Background: an optimization exercise with open tools, aiming at small area and a short achievable clock period. Do not read the settings as production practice. In this exercise RTL edits were held to simulation tests only and were not proved equivalent to the original.

Setup of yarrow:
==> flow/design.v (excerpt) <==
module dadda_32_reg(clk, A, B, Y);
    input clk;
    input [31:0] A;
    input [31:0] B;
    output reg [63:0] Y;
    reg [31:0] a_r, b_r;
    wire [63:0] p;
    dadda_32 mult(.A(a_r), .B(b_r), .Y(p));
    always @(posedge clk) begin
        a_r <= A;
        b_r <= B;
        Y   <= p;
    end
endmodule
==> flow/config.mk <==
export PLATFORM = sky130hd
export DESIGN_NAME = dadda_32_reg
export DESIGN_NICKNAME = dadda_32_reg
export VERILOG_FILES = /design/flow/design.v
export SDC_FILE = /design/flow/constraint.sdc
export NUM_CORES = 4
export LEC_CHECK = 0
export CAP_MARGIN = 20
export CORE_MARGIN = 2
export CORE_UTILIZATION = 55
export SLEW_MARGIN = 20
export SYNTH_HIERARCHICAL = 1
export SYNTH_MINIMUM_KEEP_SIZE = 0
==> flow/constraint.sdc <==
create_clock -name core_clock -period 24.0 [get_ports {clk}]
set_input_delay 4.8000 -clock core_clock [delete_from_list [all_inputs] [get_ports {clk}]]
set_output_delay 4.8000 -clock core_clock [all_outputs]
set_load 0.01 [all_outputs]
standard.sh (not shown) runs the stock make flow with config.mk's settings and CLKGATE_MAP_FILE= SYNTH_SCRIPT=/design/flow/synth_recipe.tcl, a recipe that flattens the netlist after the stock synthesis.
==> flow/flow/run.sh <==
#!/bin/bash
# The standard layout, with timing repair aiming for a setup slack of
# 17.5 ns at the design's 24 ns clock, so that the achieved period shrinks,
# and the smallest buffer on each port.
bash standard.sh SETUP_SLACK_MARGIN=17.5 'BUFFER_PORTS_ARGS=-buffer_cell sky130_fd_sc_hd__buf_1' finish > standard.log 2>&1
### yarrow -> harbor
-- flow/config.mk --
<<< yarrow, line 9
export CORE_MARGIN = 2
export CORE_UTILIZATION = 55
export SLEW_MARGIN = 20
export SYNTH_HIERARCHICAL = 1
>>> harbor, line 9
export CORE_MARGIN = 2
export CORE_UTILIZATION = 55
export CTS_BUF_LIST = sky130_fd_sc_hd__clkbuf_4 sky130_fd_sc_hd__clkbuf_8
export SLEW_MARGIN = 20
export SYNTH_HIERARCHICAL = 1
[summary]
harbor has completed all stages; timing, DRC and antenna checks passed.
As of harbor, highest clock frequency the design can meet had fallen slightly compared to yarrow.
On routed wire length: between harbor and yarrow, it ends up higher for harbor.
Per the comparison of harbor with yarrow, final standard cell utilization of the core picked up an extra 0.69 points, worst relative slew slack higher.
Highest metal layer with signal wires = met4: harbor; highest metal layer with signal wires = met5: yarrow
Critical path depth, harbor and yarrow: lower on yarrow

========
dadda_32_reg, a different RTL version from the one above (not shown whole).
For scale: about 2500 cells after synthesis, about 130 flip-flops, roughly 130 I/O pins, ~26000 sq um of cells after synthesis.
Design dadda_32_reg, start of the top module:
module dadda_32_reg(clk, A, B, Y);
    input clk;
    input [31:0] A;
    input [31:0] B;
    output reg [63:0] Y;
    reg [31:0] a_r, b_r;
    wire [63:0] p;
    dadda_32 mult(.A(a_r), .B(b_r), .Y(p));
    always @(posedge clk) begin
        a_r <= A;
        b_r <= B;
        Y   <= p;
    end
endmodule
==> flow/config.mk <==
export PLATFORM = sky130hd
export DESIGN_NAME = dadda_32_reg
export DESIGN_NICKNAME = dadda_32_reg
export VERILOG_FILES = /design/flow/design.v
export SDC_FILE = /design/flow/constraint.sdc
export NUM_CORES = 4
export LEC_CHECK = 0
export CAP_MARGIN = 20
export CORE_MARGIN = 2
export CORE_UTILIZATION = 55
export CTS_BUF_LIST = sky130_fd_sc_hd__clkbuf_8
export GPL_ROUTABILITY_DRIVEN = 0
export SLEW_MARGIN = 20
export SYNTH_HIERARCHICAL = 1
export SYNTH_MINIMUM_KEEP_SIZE = 0
==> flow/constraint.sdc <==
create_clock -name core_clock -period 24.0 [get_ports {clk}]
set_input_delay 4.8000 -clock core_clock [delete_from_list [all_inputs] [get_ports {clk}]]
set_output_delay 4.8000 -clock core_clock [all_outputs]
set_load 0.01 [all_outputs]
==> flow/flow/run.sh <==
#!/bin/bash
# The standard layout, with timing repair aiming for a setup slack of
# 18 ns at the design's 24 ns clock, so that the achieved period shrinks,
# the smallest buffer on each port, and a light load in ABC's mapping so that
# the single-gate modules map to the smallest cells (timing repair sizes them).
bash standard.sh SETUP_SLACK_MARGIN=18 'BUFFER_PORTS_ARGS=-buffer_cell sky130_fd_sc_hd__buf_1' ABC_LOAD_IN_FF=1 finish > standard.log 2>&1
Change:
- GPL_ROUTABILITY_DRIVEN: 0 -> not set
Worst hold slack gets worse by 0.027 ns.
Worst setup slack is about the same.
Clock-buffer cell count is unchanged.
Critical path depth does not change.
Non-clock buffer count climbs by 15.
Design area hardly moves.
Via count climbs by 0.62%.
Die area does not change.
Wire length climbs by 1.5%.
Change:
- CORE_UTILIZATION: 55 -> 62
- PLACE_DENSITY: not set -> 0.7
The changed run passed the timing, design-rule and antenna checks.
Setup slack got worse by 0.043 ns.
Design area is about the same.
Final cell count decreases by a few percent.
Flip-flop and latch count is unchanged.
Fmax decreases slightly.
Clock-buffer cell count increases by 1.
Via count increases slightly.

========
Another version of the RTL of dadda_32_reg (not shown whole).
Size in the first run: about 2,500 cells after synthesis, about 130 I/O pins.
Settings: LEC_CHECK=0, CAP_MARGIN=20, CORE_MARGIN=2, CORE_UTILIZATION=40, SLEW_MARGIN=20, SYNTH_HIERARCHICAL=1, SYNTH_MINIMUM_KEEP_SIZE=0; clock period 24.0 ns.
==> flow/flow/run.sh <==
#!/bin/bash
# The standard layout, with timing repair aiming for a setup slack of
# 18.5 ns at the design's 24 ns clock, so that the achieved period shrinks.
bash standard.sh SETUP_SLACK_MARGIN=18.5 finish > standard.log 2>&1
The starting point finished clean.
Edit:
==> flow/flow/run.sh (replaced) <==
#!/bin/bash
# The standard layout, with timing repair aiming for a setup slack of
# 17.5 ns at the design's 24 ns clock, so that the achieved period shrinks.
bash standard.sh SETUP_SLACK_MARGIN=17.5 finish > standard.log 2>&1
Wire length drops by 6.7%.
Sequential share of layout area climbs by 0.42 points.
Clock-buffer cell count drops by 1.
Worst setup slack degrades by 21 ps.
Non-clock buffer count drops by 132.
Utilization drops by 3.8 points.

separate check: timing with driven ports:
In the flow no input, the clock included, has a driving cell. The finished layouts below were timed again as built, in two steps. Step 1 assumes that a clkbuf_16 drives the clock port and a buf_2 every other input. Step 2 also shifts input and output timing later by t, the mid clock arrival at the registers, as if the neighbouring blocks saw the same clock. Three values: ideal, step 1, step 2; two values: the first two.
| run | shift t [ns] | setup slack, ns | cell pins on the clock port's net |
|---|---|---|---|
| yarrow | 0.548 | 17.570 / 17.570 / 17.570 | 1 |
| harbor | 0.615 | 17.513 / 17.513 / 17.513 | 1 |
| the first run of note 2 | 0.638 | 18.055 / 17.994 / 18.092 | 1 |
| the second run of note 2 | 0.631 | 18.057 / 17.999 / 18.089 | 1 |
| the third run of note 2 | 0.637 | 18.014 / 17.959 / 18.014 | 1 |
| the first run of note 3 | 0.550 | 17.405 / 17.405 / 17.405 | 1 |
| the second run of note 3 | 0.564 | 17.384 / 17.384 / 17.384 | 1 |
After both steps every run listed still meets setup and hold.
